This design comes from an exercise in tuning for small area and a short achievable clock period on the open sky130 flow, not from production work.
Function was not checked in any run shown here: the RTL went through the layout flow alone.

**flow/constraint.sdc**
```tcl
create_clock -name core_clock -period 7.3 [get_ports {clk}]
set_input_delay 1.4600 -clock core_clock [delete_from_list [all_inputs] [get_ports {clk}]]
set_output_delay 1.4600 -clock core_clock [all_outputs]
set_load 0.01 [all_outputs]
```
**flow/run.sh**
```bash
#!/bin/bash
# synth_recipe.tcl (not shown) runs the flow's synth.tcl, then flattens the netlist and writes it again
# the make line also repeats each setting of config.mk as NAME=value (left out here)
make -C /OpenROAD-flow-scripts/flow DESIGN_CONFIG=/design/flow/config.mk WORK_HOME=/design/flow/orfs CLKGATE_MAP_FILE= SYNTH_SCRIPT=/design/flow/synth_recipe.tcl finish
```
**flow/config.mk**
```make
export PLATFORM = sky130hd
export DESIGN_NAME = cordic_sqrt_pipelined
export DESIGN_NICKNAME = cordic_sqrt_pipelined
export VERILOG_FILES = /design/flow/design.v
export SDC_FILE = /design/flow/constraint.sdc
export NUM_CORES = 4
export LEC_CHECK = 0
export ABC_AREA = 1
export CAP_MARGIN = 20
export CORE_MARGIN = 2
export CORE_UTILIZATION = 40
export SETUP_SLACK_MARGIN = 4.6
export SLEW_MARGIN = 20
```
**flow/design.v**
```verilog
`timescale 1ns/1ps
module bk_add #(parameter W = 18) (
    input  wire [W-1:0] a,
    input  wire [W-1:0] b,
    input  wire         ci,
    output wire [W-1:0] s
);
    reg [W-1:0] p, G, P;
    integer l, j;
    always @* begin
        p = a ^ b;
        G = a & b;
        P = p;
        G[0] = G[0] | (p[0] & ci);
        for (l = 1; (1 << l) <= 2 * W; l = l + 1)
            for (j = (1 << l) - 1; j < W; j = j + (1 << l)) begin
                G[j] = G[j] | (P[j] & G[j - (1 << (l - 1))]);
                P[j] = P[j] & P[j - (1 << (l - 1))];
            end
        for (l = 6; l > 0; l = l - 1)
            for (j = (1 << l) + (1 << (l - 1)) - 1; j < W; j = j + (1 << l)) begin
                G[j] = G[j] | (P[j] & G[j - (1 << (l - 1))]);
                P[j] = P[j] & P[j - (1 << (l - 1))];
            end
    end
    assign s = p ^ {G[W-2:0], ci};
endmodule
module cordic_sqrt_pipelined(
    input  wire clk,
    input  wire rst_n,
    input  wire start,
    input  wire signed [17:0] x_in,
    input  wire signed [17:0] y_in,
    output reg  signed [17:0] sqrt_out,
    output reg  done
);
    localparam N = 12;
    localparam LAT = N + 4;    
    reg signed [17:0] xr [0:N];
    reg signed [17:0] yr [0:N-1];
    always @(posedge clk) begin
        xr[0] <= x_in[17] ? -x_in : x_in;
        yr[0] <= y_in[17] ? -y_in : y_in;
    end
    genvar i;
    generate
        for (i = 0; i < N; i = i + 1) begin : st
            wire signed [17:0] x = xr[i];
            wire signed [17:0] y = yr[i];
            wire neg = y[17];
            wire signed [17:0] ys = y >>> i;
            wire signed [17:0] xs = x >>> i;
            wire [17:0] xn, yn;
            bk_add #(18) ax (.a(x), .b(ys ^ {18{neg}}), .ci(neg), .s(xn));
            always @(posedge clk) xr[i+1] <= xn;
            if (i < N - 1) begin : yu
                bk_add #(18) ay (.a(y), .b(xs ^ {18{~neg}}), .ci(~neg), .s(yn));
                always @(posedge clk) yr[i+1] <= yn;
            end
        end
    endgenerate
    wire signed [17:0] raw = xr[N];
    wire [17:0] o1 = raw >>> 1;
    wire [17:0] o2 = raw >>> 3;
    wire [17:0] o3 = ~(raw >>> 6);
    wire [17:0] o4 = ~(raw >>> 9);
    wire [17:0] c1s = o1 ^ o2 ^ o3;
    wire [17:0] c1c = (o1 & o2) | (o1 & o3) | (o2 & o3);
    wire [17:0] r2b = {c1c[16:0], 1'b0};
    wire [17:0] c2s = c1s ^ r2b ^ o4;
    wire [17:0] c2c = (c1s & r2b) | (c1s & o4) | (r2b & o4);
    wire [17:0] s_w;
    bk_add #(18) as_ (.a(c2s), .b({c2c[16:0], 1'b1}), .ci(1'b1), .s(s_w));
    reg  [17:0] s_r;
    wire [17:0] m_w;
    bk_add #(18) am (.a(s_r), .b(~{{12{s_r[17]}}, s_r[17:12]}), .ci(1'b1), .s(m_w));
    reg  [17:0] m_r;
    wire [17:0] f_w;
    bk_add #(18) af (.a(m_r), .b(~{{9{m_r[17]}}, m_r[17:9]}), .ci(1'b1), .s(f_w));
    always @(posedge clk) begin
        s_r <= s_w;
        m_r <= m_w;
        sqrt_out <= f_w;
    end
    reg [LAT-2:0] vld;
    always @(posedge clk or negedge rst_n) begin
        if (!rst_n) begin
            vld <= 0;
            done <= 1'b0;
        end else begin
            vld <= {vld[LAT-3:0], start};
            done <= vld[LAT-2];
        end
    end
endmodule
```
==> results of run 1 <==
## metal layers
layer | global-route usage (%) | share of wire [%] | vias to the layer above
met5 | 0 | 0 | -
met4 | 4.33 | 3.0 | 0
met3 | 2.12 | 2.4 | 100
met2 | 26.7 | 50 | 139
met1 | 17.8 | 45 | 8996
li1 | - | - | 9958
## cells by family after synthesis
logic type,count (synthesis),synth area share [%]
AOI/OAI and AO/OA,313,6.55
xor gates and xnor gates,517,14.9
adders and majority gates,572,28.8
buffers and inverters,728,9.12
DFF,507,33.6
muxes,14,0.460
and+or+nand+nor,479,6.65
## worst min-delay path by stage
stage,start,cells after the start,slack [ps],end
2_1_floorplan,vld[14]$_DFF_PN0_,0,330,done$_DFF_PN0_
3_3_place_gp,vld[11]$_DFF_PN0_,0,330,vld[12]$_DFF_PN0_
3_5_place_dp,vld[3]$_DFF_PN0_,0,330,vld[4]$_DFF_PN0_
4_1_cts,vld[3]$_DFF_PN0_,0,350,vld[4]$_DFF_PN0_
5_1_grt,vld[6]$_DFF_PN0_,0,350,vld[7]$_DFF_PN0_
6_report,vld[3]$_DFF_PN0_,0,350,vld[4]$_DFF_PN0_
## layout make-up
class / instances / area (um2) / area share [%]
clock inverter: 25 / 243 / 0.676
inverter: 692 / 2610 / 7.25
timing repair buffer: 148 / 1570 / 4.37
clock buffer: 79 / 1650 / 4.60
sequential: 507 / 10300 / 28.7
multi-input combinational: 1895 / 18300 / 51.0
tap: 978 / 1220 / 3.41
## sequential cells by signal, summed over array words and instances, names as in the netlist
name,flops
yr,204
s_r,18
m_r,18
vld,15
done,1
xr,233
sqrt_out,18
## what timing repair did
action	in CTS	in global routing
pin swaps	10	53
resized for setup	88	179
hold endpoints to repair	0	0
buffers inserted	14	63
cloned	3	5
endpoints found under the setup margin	203	115
hold buffers	0	0
## stage by stage
| stage | utilization (%) | worst slack, ps | cell area (um2) |
|---|---|---|---|
| final | 47.5 | 4250 | 35900 |
| after global routing | 47.5 | 4090 | 35900 |
| after CTS | 45.6 | 4250 | 34600 |
| after detailed placement | 42.5 | 3800 | 32200 |
| after global placement | 42.5 | 3850 | 32200 |
| after floorplan | - | 4390 | 30500 |
## worst register-to-register path, cell delays in order (launching register included)
cell and delay, ps:
dfxtp_2 320, inv_2 50, fa_1 480, fa_1 510
inv_2 50, ha_4 230, a21oi_4 140, o21ai_2 80
nand4_1 100, nand3_2 140, a21oi_4 220, o21ai_2 100
fa_2 390, xor2_1 140
## Yosys cell counts, types with 3 or more instances
library cell	count
dfrtp_1	16
a21o_1	73
mux2i_1	14
nand3_1	31
a31oi_1	49
nor3_1	3
nand4_1	15
nand2_1	292
nor2_2	5
a31o_2	18
xnor2_1	294
xor2_1	223
inv_2	18
dfxtp_1	491
o21a_1	17
nor2_1	105
a21oi_2	5
ha_1	357
o21ai_2	4
buf_2	33
nand3b_1	7
inv_1	672
o21ai_0	33
nor3_2	4
o21ai_1	14
o22ai_1	3
fa_1	215
a21oi_1	89
## cells in the final DEF (no fill, tap or decap), drive strengths merged
cell           instances
nand3b                 7
a211oi                 1
clkinv                15
buf                   82
xnor2                294
and2                   1
a22oi                  2
bufbuf                 3
clkinvlp               8
a221oi                 1
dlygate4sd2            3
inv                  692
nor4                   3
clkbuf                90
dfrtp                 16
o41ai                  1
mux2i                 14
or2                    3
clkdlybuf4s15         11
and3                   1
a21oi                 94
bufinv                 2
o21ai                 52
nand3                 33
a31o                  18
o31ai                  2
xor2                 223
dfxtp                491
nor3                   7
nand4                 17
nor3b                  1
a31oi                 49
a21o                  73
nor2                 112
clkdlybuf4s50         38
fa                   215
o22ai                  3
ha                   357
nand2                294
o21a                  17
==> flow_metrics.py, run 1 <==
metrics = {
    "clocking": {
        "cts_root_buf": "clkbuf_16",
        "clockBufferDepth": 3,
        "clk_transition_reported_paths_ps": 60,
        "cts_made_buffers": 58,
        "cts_tree": "built",
        "h-tree-depth": 2,
        "cts.sinks": 507,
        "clk_latency_ps": 630,
    },
    "worst_setup_path": {
        "regToRegEndpoint": "s_r[17]$_DFF_P_",
        "r2r_slack_ps": 4250,
        "r2r-start": "xr[12][4]$_DFF_P_",
        "arrival_ps": 3570,
        "critical_path.cell_chain": "inv_2 > fa_1 > fa_1 > inv_2 > ha_4 > a21oi_4 > o21ai_2 > nand4_1 > nand3_2 > a21oi_4 > o21ai_2 > fa_2 > xor2_1",
        "worstSetupStartpoint": "xr[12][4]$_DFF_P_",
        "crit_buf_inv": 2,
        "cp_max_fo": 3,
        "crit_path_max_incr_delay_ps": 510,
        "slowest_stage": "fa_1",
        "reg2reg_depth": 13,
        "path_class": "flip-flop to flip-flop",
        "cp.required_ps": 7820,
        "worst-path-stages": 13,
        "endpoint_kind": "flip-flop",
        "critPathLaunchType": "flip-flop",
        "path_delay_family": "adder cells",
        "endpoint": "s_r[17]$_DFF_P_",
    },
    "sta": {
        "setup_viol": 0,
        "max_freq_mhz": 328,
        "slew_headroom_pct": 54.5,
        "tightest_slew_ps": 681,
        "drv_slew": 0,
        "hold_violations": 0,
        "fin_crit_sh_pct": 41.8,
        "fin_crit_ps": 3050,
        "setup_tns_ps": 0,
        "whs_ps": 346,
        "finalClockSkew_ps": 43.4,
        "rsz0062_at_grt": "yes",
    },
    "yosys": {
        "yosysTopAreaCell": "dfxtp_1",
        "synth_cell_types": 49,
        "async_flop_share_pct": 3.16,
        "synth_cells": 3130,
        "seq_area_frac_synth_pct": 33.6,
        "ys_top_cells_by_area": "dfxtp_1 32%, ha_1 15%, fa_1 14%",
        "synth_ff_type": "dfxtp_1",
        "postSynthAreaPerCell_um2": 9.73,
        "ys_warn_count": 4,
        "syn-cell-area_um2": 30500,
        "synth_seq_cells": 507,
        "synth_edf_count": 0,
        "syn-num-nets": 3741,
        "yosysTopAreaCellShare_pct": 32.3,
    },
    "global_routing": {
        "grt_max_degree": 34,
        "grt_pass1_wl_um": 94700,
        "grt_overflow": 0,
        "grt_use_total_pct": 14.6,
        "antenna_found_initial": 0,
        "grt_pass1_vias": 19800,
    },
    "place": {
        "dpl.hpwl_um": 43500,
        "placedCellCount": 4135,
        "numPortBuffers": 57,
        "place.gp.congestion": 0.811,
    },
    "floorplan": {
        "num_io_pins": 58,
        "die_y_um": 280,
        "start_util_pct": 40.2,
        "die_area_um2": 78400,
        "core_um2": 75700,
        "die_w_um": 280,
        "rows": 101,
    },
    "finish": {
        "fillCellCount": 7040,
        "n_antenna_cell": 0,
        "final_cell_count_no_fill": 4324,
        "layout-drive-gt1-share_pct": 13.1,
        "area_delta_synth_final_pct": 17.9,
        "layout.nets": 3913,
    },
    "route": {
        "ant_nets": 0,
        "wl_um": 55700,
        "initialDrtViolationCount": 633,
        "route.detailed.drc": 0,
        "viasPerCell": 4.44,
        "via_count": 19200,
        "avgRoutedWirePerCell_um": 12.9,
        "dr.pass1.iters": 5,
    },
    "status": {
        "outcome": "timing/DRC/antenna clean",
    },
    "flow_run": {
        "max-cap-violations": 0,
    },
    "hold_path": {
        "worst_hold_path_type": "flip-flop to flip-flop",
    },
}
==> run 2, diff against run 1 <==
--- a/flow/design.v
+++ b/flow/design.v
@@ -69,17 +69,26 @@
     wire [17:0] r2b = {c1c[16:0], 1'b0};
     wire [17:0] c2s = c1s ^ r2b ^ o4;
     wire [17:0] c2c = (c1s & r2b) | (c1s & o4) | (r2b & o4);
+    reg  [17:0] ps_r, pc_r;
+    always @(posedge clk) begin
+        ps_r <= c2s;
+        pc_r <= {c2c[16:0], 1'b1};
+    end
     wire [17:0] s_w;
-    bk_add #(18) as_ (.a(c2s), .b({c2c[16:0], 1'b1}), .ci(1'b1), .s(s_w));
+    bk_add #(18) as_ (.a(ps_r), .b(pc_r), .ci(1'b1), .s(s_w));
     reg  [17:0] s_r;
-    wire [17:0] m_w;
-    bk_add #(18) am (.a(s_r), .b(~{{12{s_r[17]}}, s_r[17:12]}), .ci(1'b1), .s(m_w));
-    reg  [17:0] m_r;
+    wire [5:0] t6 = s_r[17:12];
+    wire [6:0] nt7 = -{t6[5], t6};                       
+    wire [17:0] nt = {{11{nt7[6]}}, nt7};
+    wire [17:0] nh = ~{{9{s_r[17]}}, s_r[17:9]};         
+    wire dm = ~s_r[17] & (s_r[8:5] == 4'b0000) & (s_r[4:0] < s_r[16:12]);
+    wire dp =  s_r[17] & (s_r[8:5] == 4'b1111) & (s_r[4:0] >= s_r[16:12]);
+    wire [17:0] f1s = s_r ^ nt ^ nh;
+    wire [17:0] f1c = (s_r & nt) | (s_r & nh) | (nt & nh);
     wire [17:0] f_w;
-    bk_add #(18) af (.a(m_r), .b(~{{9{m_r[17]}}, m_r[17:9]}), .ci(1'b1), .s(f_w));
+    bk_add #(18) af (.a(f1s), .b({f1c[16:0], ~dp}), .ci(dm), .s(f_w));
     always @(posedge clk) begin
         s_r <= s_w;
-        m_r <= m_w;
         sqrt_out <= f_w;
     end
     reg [LAT-2:0] vld;
==> run 2 against run 1 <==
Net effect:
- final cell count is 0.21% lower
- highest routed layer unchanged
- still clean on timing, DRC and antenna
- die area is 0.25% higher
- register-to-register slack worse by 80 ps
- worst setup slack worse by 80 ps
- synthesized cell count is 0.89% lower
- global-route usage is 0.090 points lower
- worst hold slack worse by 17 ps
- sequential cell count is 17 higher
- wire length is 2.5% higher
- non-clock buffer count is 14 higher
==> flow_metrics.py, run 2 <==
metrics = {
    "status": {
        "outcome": "timing/DRC/antenna clean",
    },
    "hold_path": {
        "min_path_cells": 0,
        "hp-start": "ps_r[0]$_DFF_P_",
        "holdPathEnd": "s_r[0]$_DFF_P_",
        "worst_hold_path_type": "flip-flop to flip-flop",
    },
    "clocking": {
        "cts_made_buffers": 59,
        "clk_latency_ps": 630,
        "clk_transition_reported_paths_ps": 60,
        "h-tree-depth": 2,
        "cts_tree": "built",
        "clockBufferDepth": 3,
        "cts.sinks": 524,
        "cts_root_buf": "clkbuf_16",
    },
    "yosys": {
        "async_flop_share_pct": 3.05,
        "synth_ff_type": "dfxtp_1",
        "synth_cells": 3102,
        "synth_common_cells": "655 x inv_1, 508 x dfxtp_1, 349 x ha_1",
        "ys_warn_count": 4,
        "yosysTopAreaCellShare_pct": 33.3,
        "syn-cell-area_um2": 30500,
        "postSynthAreaPerCell_um2": 9.85,
        "yosysMostFrequentCell": "inv_1",
        "synth_edf_count": 0,
        "syn-num-nets": 3705,
        "ys_top_cells_by_area": "dfxtp_1 33%, ha_1 14%, fa_1 14%",
        "synth_seq_cells": 524,
        "synth_cell_types": 51,
        "yosysTopAreaCell": "dfxtp_1",
        "seq_area_frac_synth_pct": 34.6,
    },
    "flow_run": {
        "max-cap-violations": 0,
    },
    "floorplan": {
        "core_um2": 75800,
        "start_util_pct": 40.3,
        "rows": 101,
        "die_y_um": 280,
        "die_area_um2": 78600,
        "num_io_pins": 58,
        "die_w_um": 280,
    },
    "sta": {
        "hold_violations": 0,
        "slew_headroom_pct": 54.5,
        "fin_crit_ps": 3130,
        "fin_crit_sh_pct": 42.9,
        "setup_viol": 0,
        "setup_tns_ps": 0,
        "drv_slew": 0,
        "max_freq_mhz": 319,
        "tightest_slew_ps": 681,
        "rsz0062_at_grt": "yes",
        "finalClockSkew_ps": 27.7,
    },
    "route": {
        "via_count": 19200,
        "wl_um": 57100,
        "viasPerCell": 4.45,
        "dr.pass1.iters": 5,
        "initialDrtViolationCount": 624,
        "route.detailed.drc": 0,
        "avgRoutedWirePerCell_um": 13.2,
        "ant_nets": 0,
    },
    "finish": {
        "reg_top3": "xr (233), yr (204)",
        "layout.nets": 3891,
        "fillCellCount": 7045,
        "final_cell_count_no_fill": 4315,
        "layout-drive-gt1-share_pct": 13.2,
        "n_antenna_cell": 0,
        "largest_reg_flops": 233,
        "top_register": "xr",
        "layout_common_cells": "639 x inv_1, 486 x dfxtp_1, 340 x ha_1, 263 x nand2_1, 255 x xnor2_1",
        "area_delta_synth_final_pct": 19.3,
        "mostFrequentLayoutCell": "inv_1",
    },
    "global_routing": {
        "grt_pass1_vias": 19600,
        "grt_overflow": 0,
        "grt_pass1_wl_um": 94100,
        "antenna_found_initial": 0,
        "grt_use_total_pct": 14.6,
        "grt_max_degree": 34,
    },
    "worst_setup_path": {
        "arrival_ps": 3650,
        "path_class": "flip-flop to flip-flop",
        "reg2reg_depth": 16,
        "regToRegEndpoint": "sqrt_out[13]$_DFF_P_",
        "critical_path.cell_chain": "inv_2 > ha_2 > nand3_2 > nor2_4 > nand2_4 > nand2_2 > inv_1 > fa_2 > ha_1 > a21oi_1 > nor2_1 > a211oi_2 > nand2_4 > buf_4 > fa_2 > xor2_1",
        "endpoint_kind": "flip-flop",
        "r2r_slack_ps": 4170,
        "cp.required_ps": 7820,
        "r2r-start": "s_r[12]$_DFF_P_",
        "slowest_stage": "fa_2",
        "cp_max_fo": 8,
        "crit_path_max_incr_delay_ps": 390,
        "critPathLaunchType": "flip-flop",
    },
    "place": {
        "dpl.hpwl_um": 43900,
        "place.gp.congestion": 0.795,
        "numPortBuffers": 57,
        "placedCellCount": 4107,
    },
}
[run 2: cells by family after synthesis]
| group | share of synthesized area (%) |
|---|---|
| AND/OR/NAND/NOR | 6.76 |
| adder cells (fa/ha/maj) | 28.4 |
| multiplexers | 0.496 |
| XOR/XNOR | 15.0 |
| flip-flops | 34.6 |
| AO/OA/AOI/OAI | 6.14 |
| buffers and inverters | 8.64 |
[run 2: final cells by class]
class | count | area (um2) | area share [%]
Clock buffer | 79 | 1710 | 4.70
Multi-Input combinational cell | 1885 | 18300 | 50.2
Clock inverter | 31 | 389 | 1.07
Tap cell | 978 | 1220 | 3.36
Inverter | 656 | 2470 | 6.78
Timing Repair Buffer | 162 | 1710 | 4.69
Sequential cell | 524 | 10600 | 29.2
[run 2: worst max-delay path: cells and delay by family (launching register included)]
family | cells | cell delay (ps)
compound gates | 2 | 410
xor+xnor | 1 | 160
fa+ha+maj | 4 | 1150
buf+inv | 3 | 370
flops | 1 | 320
simple gates | 6 | 610
[run 2: worst max path at each step]
stage	start	end	cells after the start
floorplan	s_r[16]$_DFF_P_	sqrt_out[15]$_DFF_P_	19
global placement	yr[7][17]$_DFF_P_	yr[8][14]$_DFF_P_	11
detailed placement	yr[7][17]$_DFF_P_	yr[8][15]$_DFF_P_	11
CTS	s_r[16]$_DFF_P_	sqrt_out[15]$_DFF_P_	19
global route	s_r[16]$_DFF_P_	sqrt_out[15]$_DFF_P_	19
finish	s_r[12]$_DFF_P_	sqrt_out[13]$_DFF_P_	16
[run 2: timing repair]
action,CTS,global route
gates resized for setup,109,167
cloned,1,10
pin swaps,17,52
endpoints found under the setup margin,186,109
buffers inserted,16,71
hold buffers,0,0
[run 2: per-stage QoR]
step	worst slack, ps	utilization [%]	area (um2)	hold slack, ps
after floorplan	4230	-	30700	310
after global placement	3870	42.6	32300	314
after detailed placement	3880	42.6	32300	320
after CTS	4160	46.1	34900	328
after global routing	3950	48.1	36400	329
final	4170	48.1	36400	329
[run 2: layer usage]
layer	vias up	routed length (um)	GRT usage, %
li1	9935	-	-
met3	77	1410	1.91
met4	0	1310	4.03
met2	141	28300	26.1
met5	-	0	0
met1	9031	26100	18.2
==> run 3, diff against run 2 <==
==> flow/flow/run.sh (new file) <==
#!/bin/bash
# Standard layout, except that the port buffers are buf_2 cells rather than
# the delay cells buffer_ports picks by default. Output goes to standard.log.
export BUFFER_PORTS_ARGS="-buffer_cell sky130_fd_sc_hd__buf_2"
bash standard.sh "BUFFER_PORTS_ARGS=$BUFFER_PORTS_ARGS" finish > standard.log 2>&1
==> flow/standard.sh (new file) <==
#!/bin/bash
# synth_recipe.tcl (not shown) runs the flow's synth.tcl, then flattens the netlist and writes it again
# the make line also repeats each setting of config.mk as NAME=value (left out here)
make -C /OpenROAD-flow-scripts/flow DESIGN_CONFIG=/design/flow/config.mk WORK_HOME=/design/flow/orfs CLKGATE_MAP_FILE= SYNTH_SCRIPT=/design/flow/synth_recipe.tcl "${@:-finish}"
removed: flow/run.sh
==> run 3 against run 2 <==
Net effect:
- worst hold slack better by 18 ps
- cell area is 0.59% lower
- fmax is 2.1% lower
- synthesized cell count stayed put
- final cell count hardly changed
- wire length is 0.39% higher
- critical path depth is 2 higher
- count of clock-buffer cells in the layout is 2 higher
- critical endpoint is now sqrt_out[16]$_DFF_P_
- highest routed layer unchanged
==> flow_metrics.py, run 3 <==
metrics = {
    "finish": {
        "n_antenna_cell": 0,
        "largest_reg_flops": 233,
        "final_cell_count_no_fill": 4319,
        "regArea_um2": 10600,
        "layout-drive-gt1-share_pct": 15.0,
        "top_register": "xr",
        "reg_top3": "xr (233), yr (204)",
        "layout.nets": 3895,
        "final_util_pct": 47.8,
        "fin_area_um2": 36200,
        "fillCellCount": 7039,
        "area_delta_synth_final_pct": 18.6,
        "multi_input_area_um2": 18300,
        "mostFrequentLayoutCell": "inv_1",
        "layout_common_cells": "636 x inv_1, 487 x dfxtp_1, 341 x ha_1, 262 x nand2_1, 255 x xnor2_1",
    },
    "sta": {
        "hold_violations": 0,
        "setup_tns_ps": 0,
        "rsz0062_at_grt": "yes",
        "slew_headroom_pct": 62.7,
        "drv_slew": 0,
        "whs_ps": 347,
        "fin_crit_sh_pct": 43.8,
        "fin_crit_ps": 3200,
        "max_freq_mhz": 313,
        "finalClockSkew_ps": 28.4,
        "setup_viol": 0,
        "tightest_slew_ps": 559,
    },
    "floorplan": {
        "num_io_pins": 58,
        "rows": 101,
        "start_util_pct": 40.3,
        "die_area_um2": 78600,
        "die_y_um": 280,
        "core_um2": 75800,
        "die_w_um": 280,
    },
    "yosys": {
        "synth_cells": 3102,
        "syn-num-nets": 3705,
        "seq_area_frac_synth_pct": 34.6,
        "synth_common_cells": "655 x inv_1, 508 x dfxtp_1, 349 x ha_1",
        "synth_top_family_by_area": "adder cells",
        "muxShareOfSynthArea_pct": 0.496,
        "synth_cell_types": 51,
        "postSynthAreaPerCell_um2": 9.85,
        "synth_xor_area_share_pct": 15.0,
        "synth_compound_area_share_pct": 6.14,
        "synth_seq_cells": 524,
        "synthAdderAreaFrac_pct": 28.4,
        "yosysMostFrequentCell": "inv_1",
        "synth_edf_count": 0,
        "synth_ff_type": "dfxtp_1",
        "syn-cell-area_um2": 30500,
        "ys_top_cells_by_area": "dfxtp_1 33%, ha_1 14%, fa_1 14%",
        "synthSimpleGateAreaFrac_pct": 6.76,
        "ys_warn_count": 4,
        "yosysTopAreaCellShare_pct": 33.3,
        "async_flop_share_pct": 3.05,
        "yosysTopAreaCell": "dfxtp_1",
    },
    "clocking": {
        "h-tree-depth": 2,
        "cts_root_buf": "clkbuf_16",
        "clk_latency_ps": 630,
        "clk_transition_reported_paths_ps": 60,
        "clockBufferDepth": 3,
        "cts_made_buffers": 58,
        "ctsHoldBuffers": 0,
        "cts.sinks": 524,
        "cts_tree": "built",
    },
    "route": {
        "via_count": 19200,
        "initialDrtViolationCount": 643,
        "avgRoutedWirePerCell_um": 13.3,
        "ant_nets": 0,
        "wl_um": 57300,
        "viasPerCell": 4.46,
        "route.detailed.drc": 0,
        "dr.pass1.iters": 5,
    },
    "worst_setup_path": {
        "slowest_stage": "fa_2",
        "crit_buf_inv": 1,
        "path_class": "flip-flop to flip-flop",
        "path_delay_family": "adder cells",
        "crit_path_max_incr_delay_ps": 540,
        "critical_path.cell_chain": "inv_4 > ha_4 > nand4_1 > o221ai_2 > o211ai_1 > fa_2 > fa_2 > nand3_2 > nand2_2 > nand3_2 > nand2_2 > nand3_2 > nand2_4 > nand2_4 > nand2_4 > nand2_1 > nand2_2 > fa_2",
        "endpoint_kind": "flip-flop",
        "cp.required_ps": 7880,
        "arrival_ps": 3780,
        "critPathLaunchType": "flip-flop",
        "cp_max_fo": 4,
    },
    "hold_path": {
        "worst_hold_path_type": "flip-flop to flip-flop",
    },
    "place": {
        "dpl.hpwl_um": 43700,
        "placed_area_um2": 32100,
        "placedCellCount": 4107,
        "numPortBuffers": 57,
        "place.gp.congestion": 0.800,
    },
    "global_routing": {
        "grt_max_degree": 34,
        "grt_pass1_wl_um": 94500,
        "grt_overflow": 0,
        "grt_pass1_vias": 19700,
        "grt_use_total_pct": 14.6,
        "antenna_found_initial": 0,
    },
    "status": {
        "outcome": "timing/DRC/antenna clean",
    },
    "flow_run": {
        "max-cap-violations": 0,
    },
}
-- run 3: cell counts after synthesis --
Identical to the previous run, type by type.
-- run 3: stage by stage --
stage          setup slack (ps)
2_1_floorplan              4230
3_3_place_gp               3860
3_5_place_dp               3850
4_1_cts                    4140
5_1_grt                    3910
6_report                   4100
-- run 3: per-layer routing --
metal	global-route usage (%)	vias up	share of wire, %
met5	0	-	0
met4	3.80	0	2.4
li1	-	9921	-
met1	18.2	9081	46
met2	26.4	153	49
met3	2.05	91	2.6
-- run 3: area by class of cell --
type / instances / area share (%)
repair buffers: 167 / 4.06
multi-input cells: 1885 / 50.6
flip-flops and latches: 524 / 29.3
well taps: 978 / 3.38
inverters: 656 / 6.83
clock buffers: 81 / 4.75
clock inverters: 28 / 1.05
-- run 3: timing repair --
action / in CTS / in global routing
setup endpoints to repair: 181 / 116
gates resized for setup: 72 / 176
buffers inserted: 16 / 78
cloned: 2 / 7
pin swaps: 20 / 65
-- run 3: kinds of logic after synthesis --
| group | count (synthesis) |
|---|---|
| buffers and inverters | 693 |
| multiplexers | 15 |
| flip-flops | 524 |
| AND/OR/NAND/NOR | 484 |
| XOR/XNOR | 522 |
| AO/OA/AOI/OAI | 300 |
| adder cells (fa/ha/maj) | 564 |
-- run 3: path summary, 6_finish.rpt --
kind                                  start                   end  slack (ps)  depth (start not counted)
setup / recovery            s_r[13]$_DFF_P_  sqrt_out[16]$_DFF_P_        4100                         18
hold / removal             vld[2]$_DFF_PN0_      vld[3]$_DFF_PN0_         350                          0
setup reg to reg            s_r[13]$_DFF_P_  sqrt_out[16]$_DFF_P_        4100                         18
hold reg to reg            vld[2]$_DFF_PN0_      vld[3]$_DFF_PN0_         350                          0
max in group asynchronous             rst_n     vld[11]$_DFF_PN0_        6280                          1
min in group asynchronous             rst_n      vld[0]$_DFF_PN0_         740                          1
==> run 4, diff against run 3 <==
==> flow/design.v (replaced) <==
`timescale 1ns/1ps
module cordic_sqrt_pipelined(
    input  wire clk,
    input  wire rst_n,
    input  wire start,
    input  wire signed [17:0] x_in,
    input  wire signed [17:0] y_in,
    output reg  signed [17:0] sqrt_out,
    output reg  done
);
    localparam N = 12;
    localparam LAT = N + 4;    
    reg signed [17:0] xr [0:N];
    reg signed [17:0] yr [0:N-1];
    always @(posedge clk) begin
        xr[0] <= x_in[17] ? -x_in : x_in;
        yr[0] <= y_in[17] ? -y_in : y_in;
    end
    genvar i;
    generate
        for (i = 0; i < N; i = i + 1) begin : st
            wire signed [17:0] x = xr[i];
            wire signed [17:0] y = yr[i];
            wire neg = y[17];
            wire signed [17:0] ys = y >>> i;
            wire signed [17:0] xs = x >>> i;
            wire [17:0] xn = x + (ys ^ {18{neg}}) + neg;
            wire [17:0] yn = y + (xs ^ {18{~neg}}) + !neg;
            always @(posedge clk) xr[i+1] <= xn;
            if (i < N - 1) begin : yreg
                always @(posedge clk) yr[i+1] <= yn;
            end
        end
    endgenerate
    wire signed [17:0] raw = xr[N];
    wire signed [17:0] s_w = (raw >>> 1) + (raw >>> 3) - (raw >>> 6) - (raw >>> 9);
    reg  signed [17:0] s_r;
    wire signed [17:0] m_w = s_r - (s_r >>> 12);
    reg  signed [17:0] m_r;
    wire signed [17:0] f_w = m_r - (m_r >>> 9);
    always @(posedge clk) begin
        s_r <= s_w;
        m_r <= m_w;
        sqrt_out <= f_w;
    end
    reg [LAT-2:0] vld;
    always @(posedge clk or negedge rst_n) begin
        if (!rst_n) begin
            vld <= 0;
            done <= 1'b0;
        end else begin
            vld <= {vld[LAT-3:0], start};
            done <= vld[LAT-2];
        end
    end
endmodule
==> flow/run.sh (new file) <==
#!/bin/bash
# synth_recipe.tcl (not shown) runs the flow's synth.tcl, then flattens the netlist and writes it again
# the make line also repeats each setting of config.mk as NAME=value (left out here)
make -C /OpenROAD-flow-scripts/flow DESIGN_CONFIG=/design/flow/config.mk WORK_HOME=/design/flow/orfs CLKGATE_MAP_FILE= SYNTH_SCRIPT=/design/flow/synth_recipe.tcl finish
--- a/flow/config.mk
+++ b/flow/config.mk
@@ -5,9 +5,7 @@
 export SDC_FILE = /design/flow/constraint.sdc
 export NUM_CORES = 4
 export LEC_CHECK = 0
-export ABC_AREA = 1
 export CAP_MARGIN = 20
 export CORE_MARGIN = 2
 export CORE_UTILIZATION = 40
-export SETUP_SLACK_MARGIN = 4.6
 export SLEW_MARGIN = 20
removed: flow/flow/run.sh
removed: flow/standard.sh
==> run 4 against run 3 <==
Net effect:
- still clean
- wire length rose by 19%
- synthesized cell count grew 12%
- utilization down 2.7 points
- worst hold slack worse by 2.4 ps
- critical path depth decreased by 5
- register-to-register slack lost 510 ps
- count of clock-buffer cells in the layout increased by 3
- sequential share of layout area fell by 0.55 points
- critical path type unchanged
- critical endpoint is now s_r[15]$_DFF_P_
==> flow_metrics.py, run 4 <==
metrics = {
    "yosys": {
        "synth_common_cells": "491 x dfxtp_1, 391 x xnor2_1, 360 x ha_1",
        "yosysTopAreaCellShare_pct": 30.9,
        "synth_seq_cells": 507,
        "syn-cell-area_um2": 31800,
        "yosysMostFrequentCell": "dfxtp_1",
        "seq_area_frac_synth_pct": 32.1,
        "async_flop_share_pct": 3.16,
        "synth_cells": 3472,
        "syn-num-nets": 3920,
        "synth_edf_count": 0,
        "ys_top_cells_by_area": "dfxtp_1 31%, ha_1 14%, xnor2_1 11%",
        "ys_warn_count": 3,
        "postSynthAreaPerCell_um2": 9.16,
        "yosysTopAreaCell": "dfxtp_1",
        "synth_cell_types": 72,
        "synth_ff_type": "dfxtp_1",
    },
    "floorplan": {
        "die_area_um2": 81800,
        "die_w_um": 286,
        "start_util_pct": 40.3,
        "rows": 103,
        "core_um2": 78900,
        "num_io_pins": 58,
        "die_y_um": 286,
    },
    "route": {
        "maxUsedRoutingLayer": "met4",
        "m1WireLength_um": 29800,
        "viasPerCell": 5.05,
        "avgRoutedWirePerCell_um": 14.7,
        "initialDrtViolationCount": 1066,
        "dr.pass1.iters": 7,
        "wl_um": 68300,
        "met3_length_um": 1980,
        "ant_nets": 0,
        "route.detailed.drc": 0,
        "via_count": 23400,
        "wl_met2_um": 34600,
    },
    "sta": {
        "setup_viol": 0,
        "hold_violations": 0,
        "fin_crit_ps": 3700,
        "finalClockSkew_ps": 14.9,
        "whs_ps": 345,
        "max_freq_mhz": 270,
        "fin_crit_sh_pct": 50.8,
        "slew_headroom_pct": 33.1,
        "setup_tns_ps": 0,
        "tightest_slew_ps": 1000,
        "drv_slew": 0,
        "rsz0062_at_grt": "no",
    },
    "clocking": {
        "clk_latency_ps": 620,
        "cts_tree": "built",
        "post_cts_buffers": 0,
        "cts_resized": 0,
        "clockBufferDepth": 3,
        "h-tree-depth": 2,
        "clk_transition_reported_paths_ps": 60,
        "cts_root_buf": "clkbuf_16",
        "cts_made_buffers": 59,
        "cts.sinks": 507,
        "ctsHoldBuffers": 0,
    },
    "finish": {
        "n_antenna_cell": 0,
        "fin_area_um2": 35500,
        "mostFrequentLayoutCell": "dfxtp_1",
        "reg_top3": "xr (233), yr (204)",
        "area_delta_synth_final_pct": 11.7,
        "layout.nets": 3987,
        "layout_common_cells": "489 x dfxtp_1, 391 x xnor2_1, 360 x ha_1, 258 x xor2_1, 233 x nor2_1",
        "layout-drive-gt1-share_pct": 4.12,
        "largest_reg_flops": 233,
        "top_register": "xr",
    },
    "worst_setup_path": {
        "path_class": "flip-flop to flip-flop",
        "endpoint_kind": "flip-flop",
        "critPathLaunchType": "flip-flop",
        "cp_max_fo": 3,
        "arrival_ps": 4250,
        "cp.required_ps": 7850,
    },
    "flow_run": {
        "max-cap-violations": 0,
    },
    "place": {
        "numPortBuffers": 57,
        "placed_area_um2": 33500,
        "dpl.hpwl_um": 54700,
        "place.gp.congestion": 0.836,
    },
    "global_routing": {
        "grt_max_degree": 35,
        "antenna_found_initial": 0,
        "grt_use_total_pct": 16.8,
        "grt_overflow": 0,
        "grt_pass1_vias": 23400,
        "grt_pass1_wl_um": 114000,
    },
    "status": {
        "outcome": "timing/DRC/antenna clean",
    },
    "hold_path": {
        "worst_hold_path_type": "flip-flop to flip-flop",
    },
}
==> run 4: cell types whose count changed after synthesis, moves of 37 or more <==
cell | before | now
xnor2_1 | 272 | 391
nand2b_1 | 0 | 54
nor2b_1 | 0 | 51
nor3_1 | 5 | 46
a21o_1 | 68 | 133
a21oi_1 | 96 | 228
a211oi_1 | 3 | 40
nand2_1 | 282 | 181
o21a_1 | 14 | 86
o21ai_0 | 41 | 168
nor2_1 | 105 | 233
inv_1 | 655 | 216
fa_1 | 215 | 49
==> run 4: final timing paths <==
path,startpoint,endpoint,slack [ps],cells past startpoint
worst max register to register,xr[12][9]$_DFF_P_,s_r[15]$_DFF_P_,3600,13
max in group asynchronous,rst_n,vld[6]$_DFF_PN0_,5590,1
worst min register to register,vld[10]$_DFF_PN0_,vld[11]$_DFF_PN0_,340,0
min in group asynchronous,rst_n,vld[3]$_DFF_PN0_,1260,1
worst max-delay path,xr[12][9]$_DFF_P_,s_r[15]$_DFF_P_,3600,13
worst min-delay path,vld[10]$_DFF_PN0_,vld[11]$_DFF_PN0_,340,0
==> run 4: critical path, cell delays in order (launching register included) <==
cell and delay, ps:
dfxtp_1 350, inv_1 140, fa_1 500, inv_1 50, fa_1 470, inv_1 40
ha_1 220, a211o_1 340, a2111oi_0 600, o32ai_1 240, o2111ai_1 220, nand2_1 120
a31oi_1 220, xnor2_1 130
==> run 4: layout make-up <==
type | instances | area [um2]
Sequential cell | 507 | 10200
Timing Repair Buffer | 63 | 616
Inverter | 216 | 811
Multi-Input combinational cell | 2692 | 20500
Fill cell | 7757 | 43300
Clock buffer | 84 | 1740
Tap cell | 1050 | 1310
Clock inverter | 27 | 288
==> run 4: kinds of logic (layout without fill, tap and decap cells) <==
family,after synthesis,count (layout),share of synthesized area [%]
AO/OA/AOI/OAI,882,882,18.0
multiplexers,13,13,0.421
buffers and inverters,273,390,3.28
adder cells (fa/ha/maj),409,409,17.2
flip-flops,507,507,32.1
AND/OR/NAND/NOR,739,739,11.1
XOR/XNOR,649,649,17.9
==> run 4: metal layers <==
metal,vias to the layer above,track usage (%)
li1,12200,-
met1,10800,19.5
met2,317,31.5
met3,110,2.50
met4,0,4.95
met5,-,0
==> run 4: metrics by stage <==
stage	std cells	util [%]	setup WS, ps
3_3_place_gp	4528	42.5	3560
6_report	4639	45.1	3600
5_1_grt	4639	45.1	3270
4_1_cts	4639	45.1	3590
2_1_floorplan	3472	-	3920
3_5_place_dp	4528	42.5	3590
==> run 5, diff against run 4 <==
--- a/flow/config.mk
+++ b/flow/config.mk
@@ -5,6 +5,7 @@
 export SDC_FILE = /design/flow/constraint.sdc
 export NUM_CORES = 4
 export LEC_CHECK = 0
+export ABC_CLOCK_PERIOD_IN_PS = 2500
 export CAP_MARGIN = 20
 export CORE_MARGIN = 2
 export CORE_UTILIZATION = 40
==> run 5 against run 4 <==
Net effect:
- largest cell class unchanged
- synthesized cell count unchanged
- utilization unchanged
- worst setup slack stayed put
- count of clock-buffer cells in the layout unchanged
- still clean on timing, DRC and antenna
- die area unchanged
- first-iteration DRC count stayed put
- sequential share of layout area stayed put
- wire length is the same
==> flow_metrics.py, run 5 <==
metrics = {
    "finish": {
        "final_util_pct": 45.1,
        "fin_area_um2": 35500,
        "largest_reg_flops": 233,
        "n_antenna_cell": 0,
        "final_cell_count_no_fill": 4639,
        "reg_top3": "xr (233), yr (204)",
        "layout-drive-gt1-share_pct": 4.12,
        "layout.nets": 3987,
        "layout_common_cells": "489 x dfxtp_1, 391 x xnor2_1, 360 x ha_1, 258 x xor2_1, 233 x nor2_1",
        "mostFrequentLayoutCell": "dfxtp_1",
        "top_register": "xr",
        "area_delta_synth_final_pct": 11.7,
    },
    "yosys": {
        "synth_common_cells": "491 x dfxtp_1, 391 x xnor2_1, 360 x ha_1",
        "synth_compound_area_share_pct": 18.0,
        "yosysTopAreaCellShare_pct": 30.9,
        "synth_xor_area_share_pct": 17.9,
        "async_flop_share_pct": 3.16,
        "seq_area_frac_synth_pct": 32.1,
        "syn-num-nets": 3920,
        "synth_seq_cells": 507,
        "synthSimpleGateAreaFrac_pct": 11.1,
        "synth_cell_types": 72,
        "synth_top_family_by_area": "compound AO/OA/AOI/OAI gates",
        "muxShareOfSynthArea_pct": 0.421,
        "syn-cell-area_um2": 31800,
        "ys_warn_count": 3,
        "ys_top_cells_by_area": "dfxtp_1 31%, ha_1 14%, xnor2_1 11%",
        "yosysMostFrequentCell": "dfxtp_1",
        "synthAdderAreaFrac_pct": 17.2,
        "synth_cells": 3472,
        "postSynthAreaPerCell_um2": 9.16,
        "yosysTopAreaCell": "dfxtp_1",
        "synth_ff_type": "dfxtp_1",
        "synth_edf_count": 0,
    },
    "flow_run": {
        "max-cap-violations": 0,
    },
    "hold_path": {
        "worst_hold_path_type": "flip-flop to flip-flop",
    },
    "sta": {
        "drv_slew": 0,
        "finalWorstSetupSlack_ps": 3600,
        "rsz0062_at_grt": "no",
        "setup_tns_ps": 0,
        "fin_crit_sh_pct": 50.8,
        "setup_viol": 0,
        "finalClockSkew_ps": 14.9,
        "hold_violations": 0,
        "fin_crit_ps": 3700,
        "slew_headroom_pct": 33.1,
        "tightest_slew_ps": 1000,
        "max_freq_mhz": 270,
        "whs_ps": 345,
    },
    "clocking": {
        "cts_resized": 0,
        "cts.sinks": 507,
        "clockBufferDepth": 3,
        "cts_made_buffers": 59,
        "clk_transition_reported_paths_ps": 60,
        "cts_tree": "built",
        "ctsHoldBuffers": 0,
        "h-tree-depth": 2,
        "clk_latency_ps": 620,
        "cts_root_buf": "clkbuf_16",
        "post_cts_buffers": 0,
    },
    "place": {
        "dpl.hpwl_um": 54700,
        "place.gp.congestion": 0.836,
        "placed_area_um2": 33500,
        "pre_cts_slack_ps": 3590,
        "placedCellCount": 4528,
        "numPortBuffers": 57,
    },
    "global_routing": {
        "grt_overflow": 0,
        "grt_pass1_wl_um": 114000,
        "grt_pass1_vias": 23400,
        "grt_max_degree": 35,
        "antenna_found_initial": 0,
        "grt_use_total_pct": 16.8,
    },
    "route": {
        "route.detailed.drc": 0,
        "via_count": 23400,
        "maxUsedRoutingLayer": "met4",
        "dr.pass1.iters": 7,
        "viasPerCell": 5.05,
        "ant_nets": 0,
        "wl_met2_um": 34600,
        "met3_length_um": 1980,
        "m1WireLength_um": 29800,
        "initialDrtViolationCount": 1066,
        "avgRoutedWirePerCell_um": 14.7,
        "wl_um": 68300,
    },
    "status": {
        "outcome": "timing/DRC/antenna clean",
    },
    "floorplan": {
        "die_y_um": 286,
        "die_w_um": 286,
        "die_area_um2": 81800,
        "rows": 103,
        "core_um2": 78900,
        "num_io_pins": 58,
        "start_util_pct": 40.3,
    },
    "worst_setup_path": {
        "endpoint_kind": "flip-flop",
        "cp.required_ps": 7850,
        "cp_max_fo": 3,
        "arrival_ps": 4250,
        "path_class": "flip-flop to flip-flop",
        "critPathLaunchType": "flip-flop",
    },
}
## run 5: cell families after synthesis
logic type                 Yosys count
adders and majority gates          409
xor gates and xnor gates           649
DFF                                507
AOI/OAI and AO/OA                  882
and+or+nand+nor                    739
muxes                               13
buffers and inverters              273
## run 5: area by class of cell
class	count	area, um2
clock buffers	84	1740
fillers	7757	43300
well taps	1050	1310
inverters	216	811
multi-input cells	2692	20500
repair buffers	63	616
flip-flops and latches	507	10200
clock inverters	27	288
## run 5: worst paths after layout
| path | from | to | slack [ps] | cells after the start |
|---|---|---|---|---|
| setup / recovery | xr[12][9]$_DFF_P_ | s_r[15]$_DFF_P_ | 3600 | 13 |
| hold / removal | vld[10]$_DFF_PN0_ | vld[11]$_DFF_PN0_ | 340 | 0 |
| setup reg to reg | xr[12][9]$_DFF_P_ | s_r[15]$_DFF_P_ | 3600 | 13 |
| hold reg to reg | vld[10]$_DFF_PN0_ | vld[11]$_DFF_PN0_ | 340 | 0 |
| max in group asynchronous | rst_n | vld[6]$_DFF_PN0_ | 5590 | 1 |
| min in group asynchronous | rst_n | vld[3]$_DFF_PN0_ | 1260 | 1 |
## run 5: worst max-delay path, stage by stage, from the launching register on
cell       delay, ps
dfxtp_1          350
inv_1            140
fa_1             500
inv_1             50
fa_1             470
inv_1             40
ha_1             220
a211o_1          340
a2111oi_0        600
o32ai_1          240
o2111ai_1        220
nand2_1          120
a31oi_1          220
xnor2_1          130
## run 5: per-layer routing
layer  up-vias  global-route usage (%)
met4         0                    4.95
met3       110                    2.50
met1     10800                    19.5
met2       317                    31.5
met5         -                       0
li1      12200                       -
==> run 6, diff against run 5 <==
--- a/flow/config.mk
+++ b/flow/config.mk
@@ -9,4 +9,5 @@
 export CAP_MARGIN = 20
 export CORE_MARGIN = 2
 export CORE_UTILIZATION = 40
+export SETUP_SLACK_MARGIN = 4.4
 export SLEW_MARGIN = 20
==> run 6 against run 5 <==
Net effect:
- still clean on timing, DRC and antenna
- utilization is 1.5 points higher
- fmax up 16%
- final cell count increased by 1.3%
==> flow_metrics.py, run 6 <==
metrics = {
    "worst_setup_path": {
        "arrival_ps": 3680,
        "worstSetupStartpoint": "xr[12][6]$_DFF_P_",
        "endpoint_kind": "flip-flop",
        "r2r_slack_ps": 4110,
        "cp_max_fo": 3,
        "path_class": "flip-flop to flip-flop",
        "r2r-start": "xr[12][6]$_DFF_P_",
        "cp.required_ps": 7790,
        "critPathLaunchType": "flip-flop",
    },
    "floorplan": {
        "die_w_um": 286,
        "rows": 103,
        "die_y_um": 286,
        "die_area_um2": 81800,
        "num_io_pins": 58,
        "core_um2": 78900,
        "start_util_pct": 40.3,
    },
    "clocking": {
        "clk_transition_reported_paths_ps": 60,
        "clk_latency_ps": 630,
        "cts_made_buffers": 56,
        "cts_tree": "built",
        "cts.sinks": 507,
        "cts_root_buf": "clkbuf_16",
        "h-tree-depth": 2,
        "clockBufferDepth": 3,
    },
    "route": {
        "dr.pass1.iters": 5,
        "route.detailed.drc": 0,
        "viasPerCell": 5.04,
        "via_count": 23700,
        "wl_um": 70300,
        "avgRoutedWirePerCell_um": 15.0,
        "ant_nets": 0,
        "initialDrtViolationCount": 1037,
    },
    "global_routing": {
        "grt_use_total_pct": 16.9,
        "grt_overflow": 0,
        "grt_max_degree": 32,
        "grt_pass1_vias": 23400,
        "antenna_found_initial": 0,
        "grt_pass1_wl_um": 115000,
    },
    "yosys": {
        "muxShareOfSynthArea_pct": 0.421,
        "synth_cell_types": 72,
        "ys_top_cells_by_area": "dfxtp_1 31%, ha_1 14%, xnor2_1 11%",
        "synth_ff_type": "dfxtp_1",
        "synth_xor_area_share_pct": 17.9,
        "yosysTopAreaCell": "dfxtp_1",
        "ys_warn_count": 3,
        "synth_cells": 3472,
        "syn-cell-area_um2": 31800,
        "synth_common_cells": "491 x dfxtp_1, 391 x xnor2_1, 360 x ha_1",
        "syn-num-nets": 3920,
        "synth_seq_cells": 507,
        "synth_top_family_by_area": "compound AO/OA/AOI/OAI gates",
        "seq_area_frac_synth_pct": 32.1,
        "synthAdderAreaFrac_pct": 17.2,
        "synth_edf_count": 0,
        "async_flop_share_pct": 3.16,
        "yosysTopAreaCellShare_pct": 30.9,
        "synthSimpleGateAreaFrac_pct": 11.1,
        "yosysMostFrequentCell": "dfxtp_1",
        "postSynthAreaPerCell_um2": 9.16,
        "synth_compound_area_share_pct": 18.0,
    },
    "place": {
        "place.gp.congestion": 0.849,
        "dpl.hpwl_um": 55000,
        "numPortBuffers": 57,
    },
    "finish": {
        "final_util_pct": 46.6,
        "reg_top3": "xr (233), yr (204)",
        "fillCellCount": 7640,
        "layout-drive-gt1-share_pct": 8.49,
        "area_delta_synth_final_pct": 15.5,
        "layout_common_cells": "476 x dfxtp_1, 382 x xnor2_1, 356 x ha_1, 256 x xor2_1, 230 x nor2_1",
        "layout.nets": 4054,
        "mostFrequentLayoutCell": "dfxtp_1",
        "n_antenna_cell": 0,
        "largest_reg_flops": 233,
        "top_register": "xr",
    },
    "sta": {
        "setup_viol": 0,
        "tightest_slew_ps": 704,
        "fin_crit_ps": 3190,
        "fin_crit_sh_pct": 43.6,
        "slew_headroom_pct": 52.9,
        "finalClockSkew_ps": 27.3,
        "setup_tns_ps": 0,
        "hold_violations": 0,
        "max_freq_mhz": 314,
        "drv_slew": 0,
        "rsz0062_at_grt": "yes",
    },
    "hold_path": {
        "hp-start": "vld[0]$_DFF_PN0_",
        "worst_hold_path_type": "flip-flop to flip-flop",
    },
    "flow_run": {
        "max-cap-violations": 0,
    },
    "status": {
        "outcome": "timing/DRC/antenna clean",
    },
}
==> run 6: changes by cell type in the layout (fill, tap and decap cells not counted), sizes merged <==
cell	delta
buf	+66
clkdlybuf4s50	-25
dlygate4sd2	+19
dlymetal6s2s	+6
bufinv	+4
clkinvlp	-4
clkbuf	-2
inv	-2
bufbuf	+1
clkinv	-1
==> run 6: what timing repair did <==
action,4_1_cts,5_1_grt
setup buffers,11,55
hold buffers,0,0
pin swaps,16,37
gates resized for setup,69,104
cloned,1,3
endpoints found under the setup margin,138,105
==> run 6: logic make-up (layout without fill, tap and decap cells) <==
kind of cell	after synthesis	after routing
flip-flops	507	507
multiplexers	13	13
XOR/XNOR	649	649
AND/OR/NAND/NOR	739	739
adder cells (fa/ha/maj)	409	409
buffers and inverters	273	452
AO/OA/AOI/OAI	882	882
==> run 6: area by class of cell <==
type                       instances  area, um2  area share, %
clock buffer                      79       1560           4.24
clock inverter                    24        362          0.984
inverter                         216        816           2.22
multi-input combinational       2692      21100           57.4
sequential                       507      10300           27.9
tap                             1050       1310           3.58
timing repair buffer             133       1330           3.63
==> run 6: worst paths after layout <==
check / depth (start not counted) / end
min in group asynchronous: 1 / vld[13]$_DFF_PN0_
worst max register to register: 13 / s_r[13]$_DFF_P_
max in group asynchronous: 1 / vld[2]$_DFF_PN0_
worst max-delay path: 13 / s_r[13]$_DFF_P_
worst min-delay path: 0 / vld[1]$_DFF_PN0_
worst min register to register: 0 / vld[1]$_DFF_PN0_
==> run 6: critical path, stage by stage (launching register included) <==
cell and delay (ps):
dfxtp_2 330, inv_4 30, fa_1 490, inv_1 50, fa_1 490, inv_2 50, ha_4 160, a211o_1 340
a2111oi_4 360, o32ai_2 150, o2111ai_1 200, nand2_1 130, buf_4 160, xor2_1 140
==> run 6: stage by stage <==
step,cells,cell area [um2],hold WS (ps),worst slack [ps]
after floorplan,3472,31900,331,4220
after global placement,4528,33600,332,3640
after detailed placement,4528,33600,336,3680
after CTS,4643,35800,350,4090
after global routing,4701,36700,353,3940
final,4701,36700,347,4110
==> run 6: per-layer routing <==
layer  GRT usage (%)  share of wire, %  vias up  wire length (um)
met2            32.3                52      276             36300
met4            5.26               2.9        0              2070
met5               0                 0        -                 0
met3            2.14               2.6      122              1820
met1            19.3                43    11000             30100
li1                -                 -    12300                 -
==> run 7, diff against run 6 <==
--- a/flow/config.mk
+++ b/flow/config.mk
@@ -5,9 +5,9 @@
 export SDC_FILE = /design/flow/constraint.sdc
 export NUM_CORES = 4
 export LEC_CHECK = 0
-export ABC_CLOCK_PERIOD_IN_PS = 2500
+export ABC_AREA = 1
 export CAP_MARGIN = 20
 export CORE_MARGIN = 2
 export CORE_UTILIZATION = 40
-export SETUP_SLACK_MARGIN = 4.4
+export SETUP_SLACK_MARGIN = 4.6
 export SLEW_MARGIN = 20
==> run 7 against run 6 <==
Net effect:
- fmax rose by 18%
- critical path depth increased by 1
- utilization fell by 1.5 points
- global-route usage up 2.4 points
- largest cell class unchanged
- highest routed layer unchanged
==> flow_metrics.py, run 7 <==
metrics = {
    "yosys": {
        "synth_cells": 4968,
        "synth_ff_type": "dfxtp_1",
        "syn-num-nets": 5416,
        "yosysTopAreaCellShare_pct": 27.2,
        "yosysTopAreaCell": "dfxtp_1",
        "synth_seq_cells": 507,
        "ys_warn_count": 3,
        "seq_area_frac_synth_pct": 28.3,
        "ys_top_cells_by_area": "dfxtp_1 27%, nand2_1 14%, ha_1 12%",
        "synth_edf_count": 0,
        "yosysMostFrequentCell": "nand2_1",
        "postSynthAreaPerCell_um2": 7.27,
        "synth_cell_types": 46,
        "synth_common_cells": "1324 x nand2_1, 669 x inv_1, 491 x dfxtp_1",
        "async_flop_share_pct": 3.16,
        "syn-cell-area_um2": 36100,
    },
    "floorplan": {
        "start_util_pct": 40.3,
        "num_io_pins": 58,
        "die_y_um": 305,
        "core_um2": 89700,
        "die_area_um2": 92700,
        "rows": 110,
        "die_w_um": 305,
    },
    "finish": {
        "layout_common_cells": "1319 x nand2_1, 663 x inv_1, 477 x dfxtp_1, 369 x xor2_1, 352 x ha_1",
        "top_register": "xr",
        "n_antenna_cell": 0,
        "final_cell_count_no_fill": 6293,
        "regArea_um2": 10300,
        "multi_input_area_um2": 23300,
        "mostFrequentLayoutCell": "nand2_1",
        "largest_reg_flops": 233,
        "fillCellCount": 9171,
        "layout-drive-gt1-share_pct": 5.43,
        "layout.nets": 5515,
        "area_delta_synth_final_pct": 12.1,
        "fin_area_um2": 40500,
        "reg_top3": "xr (233), yr (204)",
    },
    "sta": {
        "rsz0062_at_grt": "yes",
        "hold_violations": 0,
        "drv_slew": 0,
        "tightest_slew_ps": 676,
        "setup_tns_ps": 0,
        "setup_viol": 0,
        "finalClockSkew_ps": 19.5,
        "fin_crit_ps": 2690,
        "slew_headroom_pct": 54.8,
        "max_freq_mhz": 372,
        "fin_crit_sh_pct": 36.9,
        "finalWorstSetupSlack_ps": 4610,
    },
    "route": {
        "ant_nets": 0,
        "wl_um": 90300,
        "viasPerCell": 4.81,
        "dr.pass1.iters": 5,
        "route.detailed.drc": 0,
        "initialDrtViolationCount": 1521,
        "avgRoutedWirePerCell_um": 14.4,
        "via_count": 30300,
    },
    "flow_run": {
        "max-cap-violations": 0,
    },
    "global_routing": {
        "grt_use_total_pct": 19.3,
        "grt_overflow": 0,
        "antenna_found_initial": 1,
        "grt_pass1_wl_um": 148000,
        "grt_max_degree": 35,
        "grt_pass1_vias": 29500,
    },
    "worst_setup_path": {
        "path_class": "flip-flop to flip-flop",
        "crit_path_max_incr_delay_ps": 520,
        "endpoint_kind": "flip-flop",
        "slowest_stage": "fa_1",
        "cp.required_ps": 7830,
        "arrival_ps": 3220,
        "critical_path.cell_chain": "inv_4 > fa_1 > inv_2 > fa_1 > inv_2 > ha_4 > fa_2 > nand3_2 > nand2_4 > a21oi_4 > nor2_1 > nand2_1 > nand2_1 > xor2_1",
        "cp_max_fo": 3,
        "critPathLaunchType": "flip-flop",
    },
    "clocking": {
        "cts_made_buffers": 60,
        "h-tree-depth": 2,
        "cts_root_buf": "clkbuf_16",
        "clk_transition_reported_paths_ps": 60,
        "clockBufferDepth": 3,
        "cts_tree": "built",
        "cts.sinks": 507,
        "clk_latency_ps": 640,
    },
    "place": {
        "dpl.hpwl_um": 75000,
        "numPortBuffers": 57,
        "placed_area_um2": 38000,
        "pre_cts_slack_ps": 4110,
        "place.gp.congestion": 0.885,
        "placedCellCount": 6171,
    },
    "status": {
        "outcome": "timing/DRC/antenna clean",
    },
    "hold_path": {
        "worst_hold_path_type": "flip-flop to flip-flop",
    },
}
==> run 7: per-stage QoR <==
step / hold slack, ps / util (%)
after floorplan: 331 / -
after global placement: 332 / 42.4
after detailed placement: 335 / 42.4
after CTS: 348 / 45.0
after global routing: 361 / 45.1
final: 342 / 45.1
==> run 7: area by class of cell <==
type / count / area share [%]
Clock buffer: 75 / 4.12
Clock inverter: 37 / 1.41
Inverter: 676 / 6.28
Multi-Input combinational cell: 3749 / 57.6
Sequential cell: 507 / 25.3
Tap cell: 1176 / 3.63
Timing Repair Buffer: 73 / 1.65
==> run 7: metal layers <==
metal  vias up  global-route usage (%)  part of all wire [%]
met5         -                       0                     0
met4         0                    5.42                   2.6
met3       144                    1.97                   3.2
met2       459                    34.4                    47
met1     13500                    24.7                    47
li1      16100                       -                     -
==> run 7: what timing repair did <==
| item | in CTS | in global routing |
|---|---|---|
| pin swaps | 3 | 8 |
| setup buffers | 3 | 7 |
| endpoints found under the setup margin | 54 | 50 |
| hold buffers | 0 | 0 |
| gates resized for setup | 55 | 41 |
==> run 7: path summary, 6_finish.rpt <==
path / startpoint / end / slack [ps] / depth (start not counted)
min: vld[14]$_DFF_PN0_ / done$_DFF_PN0_ / 340 / 0
min reg2reg: vld[14]$_DFF_PN0_ / done$_DFF_PN0_ / 340 / 0
max in group asynchronous: rst_n / vld[5]$_DFF_PN0_ / 5630 / 1
min in group asynchronous: rst_n / done$_DFF_PN0_ / 1230 / 1
max: xr[12][6]$_DFF_P_ / s_r[10]$_DFF_P_ / 4610 / 14
max reg2reg: xr[12][6]$_DFF_P_ / s_r[10]$_DFF_P_ / 4610 / 14
==> run 7: worst max-delay path: cells and delay by family (launching register included) <==
family          cells  cell delay (ps)
fa+ha+maj           4             1510
simple gates        5              350
flops               1              340
buf+inv             3              140
compound gates      1              130
xor+xnor            1              130
==> run 7: kinds of logic after synthesis <==
family	count (synthesis)	synth area share, %
buffers and inverters	712	7.62
AND/OR/NAND/NOR	2138	24.4
flip-flops	507	28.3
AO/OA/AOI/OAI	637	10.8
XOR/XNOR	565	13.7
adder cells (fa/ha/maj)	409	15.2

-- separate check: timing with driven ports --
Ports are ideal in the flow. The routed layouts listed here were re-timed in OpenROAD.
Step 1 sets driving cells, clkbuf_16 on the clock port and buf_2 on the other inputs (assumed; they add their load-dependent delay and slew).
Step 2 times the ports against the registers' clock, not the clock port: input delays grow and output delays shrink by t, the midpoint of the rising clock arrivals with the driver on.
Three values: ideal ports, drivers, drivers and shift; two values: the first two.
| run | t (ns) | setup WS [ns] | worst setup path at the end | pins driven straight from the clock port |
|---|---|---|---|---|
| run 1 | 0.675 | 4.250 / 4.250 / 4.137 | input to register | 1 |
| run 2 | 0.675 | 4.170 / 4.170 / 4.055 | input to register | 1 |
| run 3 | 0.682 | 4.101 / 4.101 / 4.101 | register to register | 1 |
| run 4 | 0.677 | 3.595 / 3.595 / 3.579 | input to register | 1 |
| run 5 | 0.677 | 3.595 / 3.595 / 3.579 | input to register | 1 |
| run 6 | 0.672 | 4.114 / 4.114 / 3.852 | input to register | 1 |
| run 7 | 0.692 | 4.609 / 4.585 / 4.015 | input to register | 1 |
After both steps setup and hold are still met in every run listed. For run 7, which loses most, drivers alone change the setup slack by -0.024 ns; drivers and shift together by -0.594 ns.
